Source: an optimization exercise on an open RTL-to-GDS flow (aim: small area and a short achievable clock period). Production flows keep margins and buffers that such runs may drop.
RTL that was checked went through simulation tests only; none was proved equivalent to the original.
Function not checked in runs 4 and 5: the RTL went through the layout flow alone.

==> flow/design.v (outline; a module is shown in full before it is edited, if it fits) <==
// module Multiplier: 2993 lines
// module Adder: 35 lines
// module GN: 5 lines
// module AND2: 5 lines
// module XOR2: 5 lines
// module FA: 6 lines
// module HA: 6 lines
// module PP: 5 lines
// module FSM: 24 lines
// module Dot_product: 66 lines
module Dot_product(in, clk, reset, en, out, sel, done, ready);
  // ...
==> flow/flow/run.sh <==
#!/bin/bash
# Standard ORFS layout, with timing repair aimed below the achieved period
# (repair margin) and fast port buffers.  Each make run logs to its own file
# here; ORFS keeps every tool's log under orfs/logs/.
set -euo pipefail
bash standard.sh finish \
  SETUP_SLACK_MARGIN=18.5 \
  "BUFFER_PORTS_ARGS=-buffer_cell sky130_fd_sc_hd__buf_4" \
  > make_finish.log 2>&1
==> flow/standard.sh <==
#!/bin/bash
# synth_recipe.tcl (not shown) runs the flow's synth.tcl, then flattens the netlist and writes it again
# the make line also repeats each setting of config.mk as NAME=value (left out here)
make -C /OpenROAD-flow-scripts/flow DESIGN_CONFIG=/design/flow/config.mk WORK_HOME=/design/flow/orfs CLKGATE_MAP_FILE= SYNTH_SCRIPT=/design/flow/synth_recipe.tcl "${@:-finish}"
==> flow/config.mk <==
export PLATFORM = sky130hd
export DESIGN_NAME = Dot_product
export DESIGN_NICKNAME = Dot_product
export VERILOG_FILES = /design/flow/design.v
export SDC_FILE = /design/flow/constraint.sdc
export NUM_CORES = 4
export LEC_CHECK = 0
export CAP_MARGIN = 20
export CORE_MARGIN = 2
export CORE_UTILIZATION = 65
export CTS_BUF_LIST = sky130_fd_sc_hd__clkbuf_8
export SLEW_MARGIN = 20
export SYNTH_HIERARCHICAL = 1
export SYNTH_MINIMUM_KEEP_SIZE = 0
==> flow/constraint.sdc <==
create_clock -name core_clock -period 27.0 [get_ports {clk}]
set_input_delay 5.4000 -clock core_clock [delete_from_list [all_inputs] [get_ports {clk}]]
set_output_delay 5.4000 -clock core_clock [all_outputs]
set_load 0.01 [all_outputs]
==> impl_metrics.py, run 1 <==
metrics = {
    "sta": {
        "finalCriticalPeriod_ps": 8460,
        "fin_ws_ps": 18540,
        "finalSetupViolCount": 0,
        "maxSlewHeadroom": 0.126,
        "tightestPinTransition_ps": 1310,
    },
    "drt": {
        "routed_wl_mm": 89.8,
        "drc": 0,
        "wire_per_inst_um": 28.6,
        "firstDrtPassIters": 9,
    },
    "cells_and_area": {
        "top_register": "w",
        "diodes": 0,
        "final_common_cell": "nor2_1",
        "final_nets": 3282,
    },
    "synthesis": {
        "synth_edf_count": 347,
        "ys_seq_elements": 358,
        "synthDistinctLibCells": 45,
        "yosys-top-cells-count": "nor2_1 (808), fa_1 (708), edfxtp_1 (347)",
        "muxShareOfSynthArea": 0.00357,
        "synth_most_common_cell": "nor2_1",
    },
    "placement": {
        "dp.cells": 3012,
    },
    "job": {
        "drv_cap": 0,
    },
    "worst_setup_path": {
        "crit_end": "rcar[19]",
        "crit_type": "primary input to flip-flop",
        "critPathBufInv": 1,
        "path_delay_family": "adder cells",
    },
    "clock_network": {
        "cts_resized": 8,
        "path_clk_slew_ps": 60,
        "cts_buffers": 58,
        "postCtsSetupBuffers": 0,
    },
    "grt": {
        "grt.busiest_layer": "met2",
    },
    "status": {
        "status": "no timing/DRC/antenna violations",
    },
}
==> inputs of run 2 (changes only) <==
--- a/flow/flow/run.sh
+++ b/flow/flow/run.sh
@@ -6,3 +6,3 @@
 bash standard.sh finish \
-  SETUP_SLACK_MARGIN=18.5 \
+  SETUP_SLACK_MARGIN=18.6 \
   "BUFFER_PORTS_ARGS=-buffer_cell sky130_fd_sc_hd__buf_4" \
==> run 2 against run 1 <==
Compared with the run above:
- still clean
- die area is the same
- cell count increased by 2.6%
- routed wire length up 8.3%
- sequential share of layout area down 0.86 points
- global-route usage rose by 2.4 points
- register-to-register slack improved by 230 ps
- hold slack worse by 140 ps
- worst setup slack improved by 9.5 ps
- non-clock buffer count is 76 higher
- critical path depth rose by 1
- critical path type unchanged
==> impl_metrics.py, run 2 <==
metrics = {
    "floorplanning": {
        "io_pins": 73,
        "dieArea_um2": 50300,
        "fp-row-count": 80,
        "start_util": 0.659,
        "die_x_um": 224,
        "dieHeight_um": 224,
        "core_um2": 47800,
    },
    "worst_setup_path": {
        "crit_path_max_fanout": 10,
        "crit_type": "primary input to flip-flop",
        "cp-start-kind": "primary input",
        "arrival_ps": 8920,
        "end_kind": "flip-flop",
        "crit_required_ps": 27460,
    },
    "drt": {
        "vias": 21900,
        "drt_iter0_drc": 3064,
        "routed_wl_mm": 97.2,
        "vias_per_cell": 6.81,
        "wire_per_inst_um": 30.2,
        "drc": 0,
        "firstDrtPassIters": 6,
        "final_antenna_net_count": 0,
    },
    "sta": {
        "finalSetupTns_ps": 0,
        "fin_crit_sh": 0.313,
        "hold_viol": 0,
        "rsz0062_at_grt": "yes",
        "slew_violations": 0,
        "tightestPinTransition_ps": 1450,
        "finalSetupViolCount": 0,
        "maxSlewHeadroom": 0.0352,
        "fmax_mhz": 118,
        "finalCriticalPeriod_ps": 8450,
        "fin_worst_skew_ps": 70.4,
    },
    "synthesis": {
        "syn_inst": 2292,
        "yosys_warnings": 16,
        "seq_area_frac_synth": 0.339,
        "synth_top_family_by_area": "adder cells",
        "synth-xor-area-share": 0.00837,
        "synthDistinctLibCells": 45,
        "muxShareOfSynthArea": 0.00357,
        "synth_top_area_cell": "fa_1",
        "synth_ff_type": "edfxtp_1",
        "syn_area_per_cell_um2": 13.8,
        "synth_fa_ha_area_frac": 0.475,
        "synthSimpleGateAreaFrac": 0.107,
        "async_flop_share": 0.0307,
        "synth_nets": 3099,
        "synth_most_common_cell": "nor2_1",
        "synth_compound_area_frac": 0.0569,
        "synth_area_um2": 31500,
        "synth_edf_count": 347,
        "yosys-top-cells-count": "nor2_1 (808), fa_1 (708), edfxtp_1 (347)",
        "ys_seq_elements": 358,
        "yosysTopAreaCellShare": 0.450,
        "synth_area_leaders": "fa_1 (45%), edfxtp_1 (33%), nor2_1 (9.6%)",
    },
    "grt": {
        "grt_pass1_wl_mm": 144,
        "grt_pass1_vias": 23943,
        "grt.busiest_layer": "met2",
        "grt_usage": 0.398,
        "use_met2": 0.606,
        "grtUsageMet1": 0.509,
        "gr-total-overflow": 0,
        "use_met3": 0.128,
        "antenna_found_initial": 1,
        "grt_start_max_net_pins": 73,
    },
    "cells_and_area": {
        "fillCellCount": 3086,
        "synthToLayoutAreaGrowth_pct": 14.0,
        "final_nets": 3364,
        "largest_reg_flops": 288,
        "layout_common_cells": "nor2_1 (727), fa_1 (669), edfxtp_1 (347)",
        "top_register": "w",
        "drive_gt1_frac": 0.196,
        "top_regs": "w x288, rsum x32, rcar x26",
        "final_area_um2": 35900,
        "fin_util": 0.751,
        "final_cells": 3217,
        "final_common_cell": "nor2_1",
    },
    "clock_network": {
        "cts-root-buf": "clkbuf_8",
        "insertion_delay_ps": 730,
        "cts_tree": "built",
        "clkSinkCount": 358,
        "path_clk_slew_ps": 60,
        "holdBufCountCts": 0,
        "h-tree-depth": 2,
        "clockBufferDepth": 3,
        "cts_buffers": 58,
    },
    "placement": {
        "hpwl_mm": 59.7,
        "gp_congestion": 0.947,
        "dp.cells": 3013,
        "numPortBuffers": 72,
        "dpl_cell_area_um2": 33600,
    },
    "status": {
        "status": "no timing/DRC/antenna violations",
    },
    "worst_hold_path": {
        "hold_path.class": "flip-flop to flip-flop",
    },
    "job": {
        "drv_cap": 0,
    },
}
run 2: cell type report:
cell class / count / area (um2) / area share
Inverter: 8 / 32.5 / 0.000905
Sequential cell: 358 / 10700 / 0.298
Antenna cell: 1 / 2.50 / 0.0000696
Clock inverter: 46 / 309 / 0.00860
Clock buffer: 58 / 798 / 0.0222
Timing Repair Buffer: 242 / 1930 / 0.0537
Tap cell: 615 / 769 / 0.0214
Multi-Input combinational cell: 1889 / 21400 / 0.595
run 2: per-module statistics from Yosys, one instance, submodules excluded, a selection:
module	times used	flip-flops and latches	cells inside	cell area, um2
GN	57	0	1	7.51
FSM	1	0	50	394
HA	60	0	1	12.5
Dot_product	1	358	591	12500
AND2	32	0	1	6.26
FA	708	0	1	20.0
PP	768	0	1	3.75
XOR2	26	0	1	8.76
run 2: through the flow:
step	worst slack, ps	hold slack (ps)
after floorplan	18240	633
after global placement	17730	492
after detailed placement	17700	501
after CTS	18570	515
after global routing	18510	542
final	18550	514
run 2: path summary, 6_finish.rpt:
kind | start | end | slack (ps) | cells after the start
worst max-delay path | in[10] | rcar[17] | 18550 | 11
max in group asynchronous | reset | ph | 21900 | 2
worst min-delay path | cs[1] | cs[1] | 510 | 1
min in group asynchronous | reset | cnt[0] | 4740 | 2
worst max register to register | rs[1] | rcar[15] | 19200 | 16
worst min register to register | cs[1] | cs[1] | 510 | 1
run 2: routing by layer:
| metal | vias to the layer above | wire length, um |
|---|---|---|
| met4 | 0 | 7260 |
| met2 | 1815 | 43800 |
| li1 | 8366 | - |
| met1 | 11251 | 32400 |
| met5 | - | 0 |
| met3 | 468 | 13700 |
run 2: logic make-up (layout without fill, tap and decap cells):
kind of cell / Yosys count / in the layout
multiplexers: 10 / 10
AO/OA/AOI/OAI: 205 / 214
buffers and inverters: 54 / 354
XOR/XNOR: 28 / 28
AND/OR/NAND/NOR: 865 / 865
flip-flops: 358 / 358
adder cells (fa/ha/maj): 772 / 772
other: 0 / 1
run 2: what timing repair did:
action,CTS,global route
setup endpoints to repair,25,27
resized for setup,31,64
buffers inserted,60,27
gates cloned,2,7
pin swaps,6,30
endpoints found under the hold margin,0,0
run 2: worst max-delay path, stage by stage:
cell and delay (ps):
buf_6 120, nor2_4 160, a21o_4 220, buf_6 130, nor2_4 30, fa_1 590
fa_1 470, fa_2 380, fa_2 400, fa_1 560, fa_1 440
==> inputs of run 3 (changes only) <==
--- a/flow/flow/run.sh
+++ b/flow/flow/run.sh
@@ -6,4 +6,4 @@
 bash standard.sh finish \
-  SETUP_SLACK_MARGIN=18.6 \
-  "BUFFER_PORTS_ARGS=-buffer_cell sky130_fd_sc_hd__buf_4" \
+  SETUP_SLACK_MARGIN=18.5 \
+  "BUFFER_PORTS_ARGS=-buffer_cell sky130_fd_sc_hd__buf_2" \
   > make_finish.log 2>&1
==> run 3 against run 2 <==
Compared with the run above:
- cell count shrank 0.78%
- design area shrank 1.3%
- hold slack lost 6.7 ps
- clock skew down 34 ps
- largest cell class unchanged
- fmax fell by 0.63%
- non-clock buffer count decreased by 31
==> impl_metrics.py, run 3 <==
metrics = {
    "cells_and_area": {
        "layout_common_cells": "nor2_1 (736), fa_1 (680), edfxtp_1 (347)",
        "top_register": "w",
        "final_common_cell": "nor2_1",
        "drive_gt1_frac": 0.179,
        "fillCellCount": 3151,
        "top_regs": "w x288, rsum x32, rcar x26",
        "final_nets": 3336,
        "synthToLayoutAreaGrowth_pct": 12.5,
        "largest_reg_flops": 288,
    },
    "drt": {
        "wire_per_inst_um": 29.7,
        "vias": 21628,
        "firstDrtPassIters": 7,
        "final_antenna_net_count": 0,
        "drc": 0,
        "vias_per_cell": 6.78,
        "drt_iter0_drc": 2994,
        "routed_wl_mm": 94.7,
    },
    "floorplanning": {
        "dieArea_um2": 50300,
        "dieHeight_um": 224,
        "start_util": 0.659,
        "fp-row-count": 80,
        "core_um2": 47800,
        "die_x_um": 224,
        "io_pins": 73,
    },
    "synthesis": {
        "synth_area_um2": 31500,
        "ys_seq_elements": 358,
        "synthDistinctLibCells": 45,
        "synth_area_leaders": "fa_1 (45%), edfxtp_1 (33%), nor2_1 (9.6%)",
        "synth_top_area_cell": "fa_1",
        "async_flop_share": 0.0307,
        "yosysTopAreaCellShare": 0.450,
        "synth_fa_ha_area_frac": 0.475,
        "syn_inst": 2292,
        "yosys_warnings": 16,
        "synth-xor-area-share": 0.00837,
        "synth_nets": 3099,
        "synth_edf_count": 347,
        "yosys-top-cells-count": "nor2_1 (808), fa_1 (708), edfxtp_1 (347)",
        "muxShareOfSynthArea": 0.00357,
        "synthSimpleGateAreaFrac": 0.107,
        "synth_most_common_cell": "nor2_1",
        "syn_area_per_cell_um2": 13.8,
        "seq_area_frac_synth": 0.339,
        "synth_top_family_by_area": "adder cells",
        "synth_compound_area_frac": 0.0569,
        "synth_ff_type": "edfxtp_1",
    },
    "grt": {
        "grt_pass1_vias": 23722,
        "antenna_found_initial": 1,
        "grt_start_max_net_pins": 72,
        "grt_pass1_wl_mm": 138,
        "gr-total-overflow": 0,
        "grt_usage": 0.378,
    },
    "placement": {
        "place_ws_ps": 17670,
        "numPortBuffers": 72,
        "gp_congestion": 0.961,
        "hpwl_mm": 60.5,
    },
    "worst_setup_path": {
        "cp_common_cell": "fa_1",
        "crit_required_ps": 27440,
        "critPathBufInv": 1,
        "crit_type": "primary input to flip-flop",
        "regToRegStartpoint": "rs[2]",
        "crit_path_max_fanout": 10,
        "r2r_cells": 16,
        "arrival_ps": 8950,
        "path_delay_family": "adder cells",
        "crit_end": "rcar[17]",
        "ff2ff_setup_slack_ps": 19180,
        "end_kind": "flip-flop",
        "cp_slowest_cell": "fa_1",
        "path_depth": 10,
        "crit_chain": "clkbuf_4 > nor2_4 > a21o_4 > nor2_2 > fa_1 > fa_1 > fa_2 > fa_2 > fa_1 > fa_1",
        "cp-startpoint": "in[20]",
        "r2r-end": "rcar[17]",
        "slowest_delay_ps": 580,
        "cp-start-kind": "primary input",
    },
    "sta": {
        "rsz0062_at_grt": "yes",
        "fin_worst_skew_ps": 36.9,
        "hold_viol": 0,
        "fin_ws_ps": 18500,
        "finalSetupTns_ps": 0,
        "fin_hold_ws_ps": 507,
        "tightestPinTransition_ps": 1420,
        "slew_violations": 0,
        "fmax_mhz": 118,
        "maxSlewHeadroom": 0.0522,
        "finalCriticalPeriod_ps": 8500,
        "finalSetupViolCount": 0,
        "fin_crit_sh": 0.315,
    },
    "clock_network": {
        "cts-root-buf": "clkbuf_8",
        "h-tree-depth": 2,
        "path_clk_slew_ps": 60,
        "holdBufCountCts": 0,
        "insertion_delay_ps": 700,
        "cts_tree": "built",
        "cts_buffers": 58,
        "clockBufferDepth": 3,
        "clkSinkCount": 358,
    },
    "job": {
        "drv_cap": 0,
    },
    "status": {
        "status": "no timing/DRC/antenna violations",
    },
    "worst_hold_path": {
        "hold_path.class": "flip-flop to flip-flop",
    },
}
==> run 3: how the worst min path moves through the flow <==
stage,startpoint,endpoint,slack [ps],depth (start not counted)
detailed placement,cs[1],cs[1],500,1
global placement,cs[1],cs[1],490,1
global route,cs[1],cs[1],550,1
CTS,cs[1],cs[1],510,1
finish,cs[1],cs[1],510,1
floorplan,cnt[3],cnt[3],630,1
==> run 3: repair_timing <==
action,4_1_cts,5_1_grt
pin swaps,0,13
endpoints found under the setup margin,17,23
cloned,0,12
gates resized for setup,12,50
buffers inserted,1,57
==> run 3: per-layer routing <==
| metal | track usage | wire (um) | vias to the layer above |
|---|---|---|---|
| met4 | 0.186 | 6340 | 0 |
| met5 | 0 | 0 | - |
| li1 | - | - | 8322 |
| met2 | 0.597 | 43300 | 1774 |
| met3 | 0.0994 | 13100 | 450 |
| met1 | 0.497 | 31900 | 11082 |
==> run 3: metrics by stage <==
| stage | util | area (um2) | cells |
|---|---|---|---|
| 5_1_grt | 0.741 | 35500 | 3192 |
| 3_5_place_dp | 0.699 | 33400 | 3013 |
| 3_3_place_gp | 0.699 | 33400 | 3012 |
| 2_1_floorplan | - | 31900 | 2292 |
| 4_1_cts | 0.726 | 34700 | 3121 |
| 6_report | 0.741 | 35500 | 3192 |
==> run 3: per-module statistics from Yosys, one instance, submodules excluded, excerpt <==
module       flops+latches  cells inside  times used  cell area, um2
HA                       0             1          60            12.5
XOR2                     0             1          26            8.76
FSM                      0            50           1             394
GN                       0             1          57            7.51
Dot_product            358           591           1           12500
FA                       0             1         708            20.0
AND2                     0             1          32            6.26
PP                       0             1         768            3.75
==> run 3: layout make-up <==
class | instances | area, um2 | share of cell area
Inverter | 8 | 32.5 | 0.000917
Sequential cell | 358 | 10700 | 0.302
Antenna cell | 1 | 2.50 | 0.0000706
Multi-Input combinational cell | 1892 | 21300 | 0.600
Timing Repair Buffer | 211 | 1470 | 0.0414
Tap cell | 615 | 769 | 0.0217
Clock buffer | 58 | 798 | 0.0225
Clock inverter | 49 | 408 | 0.0115
==> run 3: cell families after synthesis <==
group           after synthesis
compound gates              205
mux                          10
buf+inv                      54
simple gates                865
fa+ha+maj                   772
xor+xnor                     28
flops                       358
==> module Adder, before the edit <==
module Adder(a, b, ci, sum);
  parameter N = 32;
  input  [N-1:0] a, b;
  input          ci;
  output [N-1:0] sum;
  localparam L = (N < 2) ? 1 : (N < 4) ? 2 : (N < 8) ? 3 : (N < 16) ? 4 : (N < 32) ? 5 : 6;    
  wire [N:0] g [0:L];
  wire [N:0] p [0:L];
  assign g[0][0] = ci;
  genvar k, i;
  generate
    for (i = 0; i < N; i = i + 1) begin : pg
      HA h(.a(a[i]), .b(b[i]), .s(p[0][i+1]), .co(g[0][i+1]));
    end
    for (k = 0; k < L; k = k + 1) begin : lvl
      for (i = 0; i <= N; i = i + 1) begin : node
        localparam integer J = ((i >> k) << k) - 1;
        if (((i >> k) & 1) == 0) begin : pass
          assign g[k+1][i] = g[k][i];
          if (i > 0) begin : pp
            assign p[k+1][i] = p[k][i];
          end
        end else if (i < (2 << k)) begin : gonly    
          GN n(.gh(g[k][i]), .ph(p[k][i]), .gl(g[k][J]), .g(g[k+1][i]));
        end else begin : full
          GN n(.gh(g[k][i]), .ph(p[k][i]), .gl(g[k][J]), .g(g[k+1][i]));
          AND2 m(.a(p[k][i]), .b(p[k][J]), .y(p[k+1][i]));
        end
      end
    end
    for (i = 0; i < N; i = i + 1) begin : sm
      XOR2 x(.a(p[0][i+1]), .b(g[L][i]), .y(sum[i]));
    end
  endgenerate
endmodule
==> module Dot_product, before the edit <==
module Dot_product(in, clk, reset, en, out, sel, done, ready);
  input         clk, reset, en;
  input  [31:0] in;
  output [31:0] out;
  output [3:0]  sel;
  output        done, ready;
  reg  [3:0] cnt;
  reg        ph;
  reg  [2:0] rs, cs;
  wire [3:0] nsel;
  wire       nph;
  wire [2:0] nrs, ncs;
  FSM fsm(.sel(cnt), .ph(ph), .nsel(nsel), .nph(nph), .nrs(nrs), .ncs(ncs));
  always @(posedge clk or posedge reset)
    if (reset) begin
      cnt <= 4'd0;
      ph  <= 1'b0;
      rs  <= 3'b100;
      cs  <= 3'b100;
    end else if (en) begin
      cnt <= nsel;
      ph  <= nph;
      rs  <= nrs;
      cs  <= ncs;
    end
  assign sel   = cnt;
  assign ready = ~ph;
  assign done  = ph;
  reg [8:0][31:0] w;
  integer k;
  always @(posedge clk)
    for (k = 0; k < 9; k = k + 1)
      if (!ph && cnt == k) w[k] <= in;
  wire from_in = ~ph;    
  localparam K = 5;    
  wire [2:0][15:0] an, bn;    
  genvar m;
  generate
    for (m = 0; m < 3; m = m + 1) begin : lane
      wire [15:0] l = ({16{rs[0]}} & w[m][15:0])      | ({16{rs[1]}} & w[3+m][15:0])  | ({16{rs[2]}} & w[6+m][15:0]);
      wire [15:0] h = ({16{cs[0]}} & w[3*m][31:16])   | ({16{cs[1]}} & w[3*m+1][31:16]) | ({16{cs[2]}} & w[3*m+2][31:16]);
      if (m == 2) begin : late
        assign an[m] = ~(from_in ? in[15:0]  : l);
        assign bn[m] = ~(from_in ? in[31:16] : h);
      end else begin : early
        assign an[m] = ~l;
        assign bn[m] = ~h;
      end
    end
  endgenerate
  wire [31:0]  s;
  wire [31:K+1] c;
  wire        ci;
  Multiplier mul(.a0n(an[0]), .b0n(bn[0]), .a1n(an[1]), .b1n(bn[1]), .a2n(an[2]), .b2n(bn[2]), .s(s), .c(c), .ci(ci));
  reg [31:0]  rsum;
  reg [31:K+1] rcar;
  reg         rci;
  always @(posedge clk)
    if (en) begin
      rsum <= s;
      rcar <= c;
      rci  <= ci;
    end
  assign out[K:0] = rsum[K:0];
  Adder #(.N(31 - K)) add(.a(rsum[31:K+1]), .b(rcar), .ci(rci), .sum(out[31:K+1]));
endmodule
==> inputs of run 4 (changes only) <==
--- a/flow/design.v
+++ b/flow/design.v
@@ -3009,4 +3009,3 @@
       for (i = 0; i <= N; i = i + 1) begin : node
-        localparam integer J = ((i >> k) << k) - 1;
-        if (((i >> k) & 1) == 0) begin : pass
+        if (i < (1 << k)) begin : pass
           assign g[k+1][i] = g[k][i];
@@ -3016,6 +3015,6 @@
         end else if (i < (2 << k)) begin : gonly    
-          GN n(.gh(g[k][i]), .ph(p[k][i]), .gl(g[k][J]), .g(g[k+1][i]));
+          GN n(.gh(g[k][i]), .ph(p[k][i]), .gl(g[k][i - (1 << k)]), .g(g[k+1][i]));
         end else begin : full
-          GN n(.gh(g[k][i]), .ph(p[k][i]), .gl(g[k][J]), .g(g[k+1][i]));
-          AND2 m(.a(p[k][i]), .b(p[k][J]), .y(p[k+1][i]));
+          GN n(.gh(g[k][i]), .ph(p[k][i]), .gl(g[k][i - (1 << k)]), .g(g[k+1][i]));
+          AND2 m(.a(p[k][i]), .b(p[k][i - (1 << k)]), .y(p[k+1][i]));
         end
@@ -3060,2 +3059,7 @@
 endmodule
+module LMUX(s, sn, x, y, yn);
+  input  s, sn, x, y;
+  output yn;
+  assign yn = ~((s & x) | (sn & y));
+endmodule
 module FSM(sel, ph, nsel, nph, nrs, ncs);
@@ -3092,2 +3096,3 @@
   reg        ph;
+  reg        fi;       
   reg  [2:0] rs, cs;
@@ -3101,2 +3106,3 @@
       ph  <= 1'b0;
+      fi  <= 1'b1;
       rs  <= 3'b100;
@@ -3106,2 +3112,3 @@
       ph  <= nph;
+      fi  <= ~nph;
       rs  <= nrs;
@@ -3117,17 +3124,16 @@
       if (!ph && cnt == k) w[k] <= in;
-  wire from_in = ~ph;    
   localparam K = 5;    
-  wire [2:0][15:0] an, bn;    
-  genvar m;
+  wire [2:0][15:0] l, h;    
+  genvar m, i;
   generate
     for (m = 0; m < 3; m = m + 1) begin : lane
-      wire [15:0] l = ({16{rs[0]}} & w[m][15:0])      | ({16{rs[1]}} & w[3+m][15:0])  | ({16{rs[2]}} & w[6+m][15:0]);
-      wire [15:0] h = ({16{cs[0]}} & w[3*m][31:16])   | ({16{cs[1]}} & w[3*m+1][31:16]) | ({16{cs[2]}} & w[3*m+2][31:16]);
-      if (m == 2) begin : late
-        assign an[m] = ~(from_in ? in[15:0]  : l);
-        assign bn[m] = ~(from_in ? in[31:16] : h);
-      end else begin : early
-        assign an[m] = ~l;
-        assign bn[m] = ~h;
-      end
+      assign l[m] = ({16{rs[0]}} & w[m][15:0])      | ({16{rs[1]}} & w[3+m][15:0])  | ({16{rs[2]}} & w[6+m][15:0]);
+      assign h[m] = ({16{cs[0]}} & w[3*m][31:16])   | ({16{cs[1]}} & w[3*m+1][31:16]) | ({16{cs[2]}} & w[3*m+2][31:16]);
+    end
+  endgenerate
+  wire [15:0] a2n, b2n;
+  generate
+    for (i = 0; i < 16; i = i + 1) begin : sel2
+      LMUX ma(.s(fi), .sn(ph), .x(in[i]),      .y(l[2][i]), .yn(a2n[i]));
+      LMUX mb(.s(fi), .sn(ph), .x(in[16 + i]), .y(h[2][i]), .yn(b2n[i]));
     end
@@ -3137,3 +3143,4 @@
   wire        ci;
-  Multiplier mul(.a0n(an[0]), .b0n(bn[0]), .a1n(an[1]), .b1n(bn[1]), .a2n(an[2]), .b2n(bn[2]), .s(s), .c(c), .ci(ci));
+  Multiplier mul(.a0n(~l[0]), .b0n(~h[0]), .a1n(~l[1]), .b1n(~h[1]), .a2n(a2n), .b2n(b2n),
+                 .s(s), .c(c), .ci(ci));
   reg [31:0]  rsum;
--- a/flow/flow/run.sh
+++ b/flow/flow/run.sh
@@ -7,3 +7,3 @@
   SETUP_SLACK_MARGIN=18.5 \
-  "BUFFER_PORTS_ARGS=-buffer_cell sky130_fd_sc_hd__buf_2" \
+  "BUFFER_PORTS_ARGS=-buffer_cell sky130_fd_sc_hd__buf_4" \
   > make_finish.log 2>&1
==> run 4 against run 3 <==
Compared with the run above:
- worst setup slack got worse by 18 ps
- cell count rose by 4.7%
- register-to-register slack got worse by 100 ps
- critical path type unchanged
- sequential share of layout area fell by 0.66 points
- first-iteration DRC count rose by 3.0%
- sequential cell count rose by 1
- still clean on timing, DRC and antenna
==> impl_metrics.py, run 4 <==
metrics = {
    "status": {
        "status": "no timing/DRC/antenna violations",
    },
    "synthesis": {
        "synthDistinctLibCells": 47,
        "synth_nets": 3179,
        "seq_area_frac_synth": 0.332,
        "yosysTopAreaCellShare": 0.439,
        "synth_ff_type": "edfxtp_1",
        "synth_most_common_cell": "nor2_1",
        "async_flop_share": 0.0334,
        "syn_area_per_cell_um2": 13.6,
        "synth_top_area_cell": "fa_1",
        "ys_seq_elements": 359,
        "synth_edf_count": 347,
        "synth_area_um2": 32300,
        "syn_inst": 2372,
        "yosys_warnings": 16,
        "synth_area_leaders": "fa_1 (44%), edfxtp_1 (32%), nor2_1 (9.0%)",
        "yosys-top-cells-count": "nor2_1 (776), fa_1 (708), edfxtp_1 (347)",
    },
    "drt": {
        "firstDrtPassIters": 9,
        "routed_wl_mm": 98.5,
        "final_antenna_net_count": 0,
        "vias_per_cell": 6.69,
        "drc": 0,
        "drt_iter0_drc": 3085,
        "wire_per_inst_um": 29.5,
        "vias": 22357,
    },
    "floorplanning": {
        "fp-row-count": 81,
        "core_um2": 49000,
        "start_util": 0.659,
        "dieHeight_um": 227,
        "io_pins": 73,
        "die_x_um": 227,
        "dieArea_um2": 51500,
    },
    "sta": {
        "fin_crit_sh": 0.316,
        "hold_viol": 0,
        "finalSetupTns_ps": 0,
        "fin_ws_ps": 18480,
        "finalSetupViolCount": 0,
        "fin_hold_ws_ps": 514,
        "slew_violations": 0,
        "rsz0062_at_grt": "yes",
        "tightestPinTransition_ps": 1070,
        "finalCriticalPeriod_ps": 8520,
        "maxSlewHeadroom": 0.285,
        "fmax_mhz": 117,
        "fin_worst_skew_ps": 26.0,
    },
    "grt": {
        "grt_start_max_net_pins": 59,
        "grt_pass1_vias": 24873,
        "antenna_found_initial": 2,
        "gr-total-overflow": 0,
        "grt_pass1_wl_mm": 149,
        "grt_usage": 0.403,
    },
    "worst_setup_path": {
        "arrival_ps": 8950,
        "crit_type": "primary input to flip-flop",
        "crit_required_ps": 27430,
        "end_kind": "flip-flop",
        "cp-start-kind": "primary input",
        "crit_path_max_fanout": 16,
    },
    "clock_network": {
        "holdBufCountCts": 0,
        "clockBufferDepth": 3,
        "cts_tree": "built",
        "clkSinkCount": 359,
        "cts-root-buf": "clkbuf_8",
        "path_clk_slew_ps": 70,
        "insertion_delay_ps": 690,
        "h-tree-depth": 2,
        "cts_buffers": 57,
    },
    "placement": {
        "numPortBuffers": 72,
        "hpwl_mm": 68.1,
        "place_ws_ps": 17170,
        "dpl_cell_area_um2": 34400,
        "gp_congestion": 0.953,
    },
    "cells_and_area": {
        "synthToLayoutAreaGrowth_pct": 12.5,
        "final_nets": 3440,
        "largest_reg_flops": 288,
        "drive_gt1_frac": 0.161,
        "top_regs": "w x288, rsum x32, rcar x26",
        "final_area_um2": 36300,
        "final_common_cell": "nor2_1",
        "fillCellCount": 3239,
        "top_register": "w",
        "layout_common_cells": "nor2_1 (767), fa_1 (660), edfxtp_1 (347)",
    },
    "worst_hold_path": {
        "hold_path.class": "flip-flop to flip-flop",
    },
    "job": {
        "drv_cap": 0,
    },
}
-- run 4: cell types whose count changed after synthesis, moves of 5 or more --
| cell | delta |
|---|---|
| nor2_1 | -32 |
| buf_2 | -11 |
| clkbuf_1 | +5 |
| and2_1 | +42 |
| a21o_1 | +10 |
| inv_1 | +33 |
| a22oi_2 | +32 |
-- run 4: Yosys stat by module, one instance, submodules excluded, a selection --
module	times used	cells inside	flops+latches	cell area, um2
AND2	74	1	0	6.26
Dot_product	1	555	359	12200
FA	708	1	0	20.0
FSM	1	50	0	394
GN	99	1	0	7.51
HA	60	1	0	12.5
LMUX	32	1	0	12.5
PP	768	1	0	3.75
XOR2	26	1	0	8.76
-- run 4: critical path, stage by stage --
cell	delay, ps
buf_4	150
a22oi_2	260
buf_12	220
nor2_1	80
fa_1	480
fa_2	580
fa_2	450
fa_2	350
fa_2	540
fa_1	410
-- run 4: area by class of cell --
cell class | count | area, um2 | share of cell area
sequential | 359 | 10700 | 0.295
inverter | 41 | 156 | 0.00431
timing repair buffer | 241 | 2160 | 0.0594
multi-input combinational | 1933 | 21400 | 0.588
antenna | 1 | 2.50 | 0.0000689
clock inverter | 46 | 307 | 0.00844
clock buffer | 57 | 785 | 0.0216
tap | 664 | 831 | 0.0229
-- run 4: logic make-up after synthesis --
| logic type | after synthesis | share of synthesized area |
|---|---|---|
| simple gates | 875 | 0.110 |
| fa+ha+maj | 772 | 0.464 |
| flops | 359 | 0.332 |
| compound gates | 247 | 0.0704 |
| buf+inv | 80 | 0.0119 |
| xor+xnor | 28 | 0.00818 |
| mux | 11 | 0.00380 |
-- run 4: metrics by stage --
| step | cells | utilization |
|---|---|---|
| global placement | 3176 | 0.703 |
| detailed placement | 3177 | 0.703 |
| floorplan | 2372 | - |
| finish | 3342 | 0.742 |
| global route | 3342 | 0.742 |
| CTS | 3296 | 0.730 |
-- run 4: worst paths after layout --
path / depth (start not counted) / to / startpoint / slack (ps)
min: 1 / rs[0] / rs[0] / 510
max: 10 / rcar[20] / in[25] / 18480
max in group asynchronous: 2 / ph / reset / 21890
min reg2reg: 1 / rs[0] / rs[0] / 510
max reg2reg: 16 / rcar[18] / rs[1] / 19080
min in group asynchronous: 2 / cnt[0] / reset / 4750
-- run 4: metal layers --
metal	share of wire	vias to the layer above	GRT usage
met5	0.00058	-	0
met4	0.068	4	0.202
met3	0.13	479	0.124
met2	0.45	1728	0.621
met1	0.35	11501	0.525
li1	-	8645	-
-- run 4: timing repair --
item,in CTS,in global routing
setup endpoints to repair,32,15
pin swaps,7,10
cloned,0,7
gates resized for setup,16,48
setup buffers,16,38
==> inputs of run 5 (changes only) <==
--- a/flow/design.v
+++ b/flow/design.v
@@ -3009,3 +3009,4 @@
       for (i = 0; i <= N; i = i + 1) begin : node
-        if (i < (1 << k)) begin : pass
+        localparam integer J = ((i >> k) << k) - 1;
+        if (((i >> k) & 1) == 0) begin : pass
           assign g[k+1][i] = g[k][i];
@@ -3015,6 +3016,6 @@
         end else if (i < (2 << k)) begin : gonly    
-          GN n(.gh(g[k][i]), .ph(p[k][i]), .gl(g[k][i - (1 << k)]), .g(g[k+1][i]));
+          GN n(.gh(g[k][i]), .ph(p[k][i]), .gl(g[k][J]), .g(g[k+1][i]));
         end else begin : full
-          GN n(.gh(g[k][i]), .ph(p[k][i]), .gl(g[k][i - (1 << k)]), .g(g[k+1][i]));
-          AND2 m(.a(p[k][i]), .b(p[k][i - (1 << k)]), .y(p[k+1][i]));
+          GN n(.gh(g[k][i]), .ph(p[k][i]), .gl(g[k][J]), .g(g[k+1][i]));
+          AND2 m(.a(p[k][i]), .b(p[k][J]), .y(p[k+1][i]));
         end
@@ -3059,6 +3060,6 @@
 endmodule
-module LMUX(s, sn, x, y, yn);
-  input  s, sn, x, y;
+module LSEL(x, s, y, yn);
+  input  x, s, y;
   output yn;
-  assign yn = ~((s & x) | (sn & y));
+  assign yn = ~((x & s) | y);
 endmodule
@@ -3096,3 +3097,2 @@
   reg        ph;
-  reg        fi;       
   reg  [2:0] rs, cs;
@@ -3106,3 +3106,2 @@
       ph  <= 1'b0;
-      fi  <= 1'b1;
       rs  <= 3'b100;
@@ -3112,3 +3111,2 @@
       ph  <= nph;
-      fi  <= ~nph;
       rs  <= nrs;
@@ -3128,3 +3126,3 @@
   generate
-    for (m = 0; m < 3; m = m + 1) begin : lane
+    for (m = 0; m < 2; m = m + 1) begin : lane
       assign l[m] = ({16{rs[0]}} & w[m][15:0])      | ({16{rs[1]}} & w[3+m][15:0])  | ({16{rs[2]}} & w[6+m][15:0]);
@@ -3133,2 +3131,7 @@
   endgenerate
+  wire [2:0] rs2 = rs & {3{ph}};
+  wire [2:0] cs2 = cs & {3{ph}};
+  assign l[2] = ({16{rs2[0]}} & w[2][15:0])  | ({16{rs2[1]}} & w[5][15:0])  | ({16{rs2[2]}} & w[8][15:0]);
+  assign h[2] = ({16{cs2[0]}} & w[6][31:16]) | ({16{cs2[1]}} & w[7][31:16]) | ({16{cs2[2]}} & w[8][31:16]);
+  wire fi = ~ph;
   wire [15:0] a2n, b2n;
@@ -3136,4 +3139,4 @@
     for (i = 0; i < 16; i = i + 1) begin : sel2
-      LMUX ma(.s(fi), .sn(ph), .x(in[i]),      .y(l[2][i]), .yn(a2n[i]));
-      LMUX mb(.s(fi), .sn(ph), .x(in[16 + i]), .y(h[2][i]), .yn(b2n[i]));
+      LSEL ma(.x(in[i]),      .s(fi), .y(l[2][i]), .yn(a2n[i]));
+      LSEL mb(.x(in[16 + i]), .s(fi), .y(h[2][i]), .yn(b2n[i]));
     end
==> run 5 against run 4 <==
Compared with the run above:
- clock-buffer cell count shrank 1
- still clean
- sequential cell count decreased by 1
- sequential share of layout area increased by 0.82 points
- non-clock buffer count down 43
- synthesized cell count is 0.51% lower
- register-to-register slack worse by 120 ps
- clock skew up 19 ps
==> impl_metrics.py, run 5 <==
metrics = {
    "status": {
        "status": "no timing/DRC/antenna violations",
    },
    "synthesis": {
        "yosysTopAreaCellShare": 0.446,
        "synth_area_um2": 31800,
        "yosys_warnings": 16,
        "synth_area_leaders": "fa_1 (45%), edfxtp_1 (33%), nor2_1 (9.2%)",
        "seq_area_frac_synth": 0.337,
        "ys_seq_elements": 358,
        "synth_nets": 3167,
        "yosys-top-cells-count": "nor2_1 (776), fa_1 (708), edfxtp_1 (347)",
        "async_flop_share": 0.0307,
        "synth_most_common_cell": "nor2_1",
        "syn_inst": 2360,
        "synthDistinctLibCells": 46,
        "syn_area_per_cell_um2": 13.5,
        "synth_top_area_cell": "fa_1",
        "synth_ff_type": "edfxtp_1",
        "synth_edf_count": 347,
    },
    "cells_and_area": {
        "diodes": 0,
        "final_common_cell": "nor2_1",
        "largest_reg_flops": 288,
        "layout_common_cells": "nor2_1 (768), fa_1 (663), edfxtp_1 (347)",
        "synthToLayoutAreaGrowth_pct": 10.9,
        "top_regs": "w x288, rsum x32, rcar x26",
        "final_nets": 3373,
        "fillCellCount": 3305,
        "top_register": "w",
        "fin_util": 0.725,
        "drive_gt1_frac": 0.147,
    },
    "floorplanning": {
        "dieArea_um2": 50700,
        "die_x_um": 225,
        "io_pins": 73,
        "fp-row-count": 81,
        "start_util": 0.653,
        "dieHeight_um": 225,
        "core_um2": 48600,
    },
    "sta": {
        "tightestPinTransition_ps": 1090,
        "fin_worst_skew_ps": 45.3,
        "finalSetupViolCount": 0,
        "finalCriticalPeriod_ps": 8480,
        "slew_violations": 0,
        "rsz0062_at_grt": "yes",
        "hold_viol": 0,
        "fin_crit_sh": 0.314,
        "maxSlewHeadroom": 0.272,
        "fmax_mhz": 118,
        "finalSetupTns_ps": 0,
    },
    "grt": {
        "grt_usage": 0.386,
        "gr-total-overflow": 0,
        "antenna_found_initial": 2,
        "grt_pass1_vias": 23859,
        "grt_pass1_wl_mm": 141,
        "grt_start_max_net_pins": 72,
    },
    "clock_network": {
        "clkSinkCount": 358,
        "clockBufferDepth": 3,
        "h-tree-depth": 2,
        "cts_tree": "built",
        "cts_buffers": 56,
        "insertion_delay_ps": 700,
        "cts-root-buf": "clkbuf_8",
        "holdBufCountCts": 0,
        "path_clk_slew_ps": 60,
    },
    "worst_setup_path": {
        "crit_end": "rcar[18]",
        "crit_type": "primary input to flip-flop",
        "cp-start-kind": "primary input",
        "r2r_cells": 16,
        "crit_required_ps": 27440,
        "arrival_ps": 8910,
        "crit_path_max_fanout": 16,
        "cp-startpoint": "in[22]",
        "regToRegStartpoint": "rs[0]",
        "r2r-end": "rcar[18]",
        "ff2ff_setup_slack_ps": 18960,
        "end_kind": "flip-flop",
    },
    "drt": {
        "firstDrtPassIters": 8,
        "routed_wl_mm": 91.7,
        "vias_per_cell": 6.66,
        "vias": 21524,
        "wire_per_inst_um": 28.4,
        "final_antenna_net_count": 0,
        "drt_iter0_drc": 2398,
        "drc": 0,
    },
    "worst_hold_path": {
        "hold_path.class": "flip-flop to flip-flop",
    },
    "placement": {
        "hpwl_mm": 61.1,
        "gp_congestion": 0.932,
        "numPortBuffers": 72,
    },
    "job": {
        "drv_cap": 0,
    },
}
==> run 5: worst min path at each step <==
stage,cells after the start,slack [ps],startpoint,to
2_1_floorplan,1,650,cnt[3],cnt[3]
6_report,1,830,cnt[2],cnt[2]
3_3_place_gp,1,780,cnt[2],cnt[2]
3_5_place_dp,1,810,cnt[2],cnt[2]
5_1_grt,1,860,cnt[2],cnt[2]
4_1_cts,1,810,cnt[2],cnt[2]
==> run 5: critical path, stage by stage <==
cell and delay [ps]:
buf_4 150, a21oi_4 170, buf_8 200, nor2_1 100, fa_1 530, fa_1 590
fa_1 440, fa_2 360, fa_1 510, fa_2 430
==> run 5: final cells by class <==
type / count / area, um2 / share of cell area
Sequential cell: 358 / 10700 / 0.304
Multi-Input combinational cell: 1944 / 21000 / 0.597
Inverter: 8 / 32.5 / 0.000923
Clock buffer: 56 / 771 / 0.0219
Timing Repair Buffer: 198 / 1640 / 0.0465
Tap cell: 622 / 778 / 0.0221
Clock inverter: 45 / 292 / 0.00827
==> run 5: stage by stage <==
stage	hold slack, ps	instance area, um2	setup WS [ps]	cells
after floorplan	648	31900	18060	2360
after global placement	783	33900	17240	3111
after detailed placement	807	33900	17320	3111
after CTS	809	35200	18530	3231
after global routing	857	35300	18490	3231
final	830	35300	18520	3231
==> run 5: timing repair <==
item | 4_1_cts | 5_1_grt
gates resized for setup | 5 | 17
pin swaps | 7 | 0
hold endpoints to repair | 0 | 0
buffers inserted | 19 | 0
endpoints found under the setup margin | 34 | 14
==> run 5: modules after synthesis, one instance, submodules excluded, a selection <==
module,cells,flops+latches,copies in the design
HA,1,0,60
FSM,50,0,1
Dot_product,627,358,1
LSEL,1,0,32
GN,1,0,57
AND2,1,0,32
FA,1,0,708
XOR2,1,0,26
PP,1,0,768
==> run 5: logic make-up after synthesis <==
family          Yosys count  share of synthesized area
simple gates            961                      0.124
fa+ha+maj               772                      0.471
flops                   358                      0.337
compound gates          173                     0.0477
buf+inv                  58                    0.00906
xor+xnor                 28                    0.00831
mux                      10                    0.00354
==> run 5: metal layers <==
layer / GRT usage / part of all wire
met5: 0 / 0.000087
met4: 0.226 / 0.070
met3: 0.117 / 0.13
met2: 0.596 / 0.46
met1: 0.491 / 0.34

[re-timing with driven ports]
How much do the figures lean on ideal ports? The routed layouts below were timed once more, with nothing changed but the port constraints. Step 1 (the two cells are an assumption about what drives the block):
set clk [get_ports {clk}]
set_driving_cell -lib_cell sky130_fd_sc_hd__clkbuf_16 $clk
set_driving_cell -lib_cell sky130_fd_sc_hd__buf_2 [delete_from_list [all_inputs] $clk]
Step 2 also shifts input and output timing later by t, the mid clock arrival at the registers, as if the neighbouring blocks saw the same clock. a / b / c = ideal / step 1 / step 2; a / b = the first two.
run	t (ns)	setup WS [ns]	worst hold slack (ns)	worst register clock-pin slew, ns
run 1	0.739	18.540 / 18.543 / 17.804	0.654 / 0.654 / 0.654	0.07 / 0.07
run 2	0.750	18.549 / 18.552 / 17.802	0.514 / 0.514 / 0.514	0.06 / 0.06
run 3	0.738	18.495 / 18.508 / 17.770	0.507 / 0.507 / 0.507	0.07 / 0.07
run 4	0.732	18.477 / 18.502 / 17.770	0.514 / 0.514 / 0.514	0.07 / 0.07
run 5	0.730	18.525 / 18.554 / 17.824	0.830 / 0.830 / 0.830	0.07 / 0.07
After both steps every run listed still meets setup and hold. For run 2, which loses most, drivers alone change the setup slack by +0.003 ns; drivers and shift together by -0.747 ns.
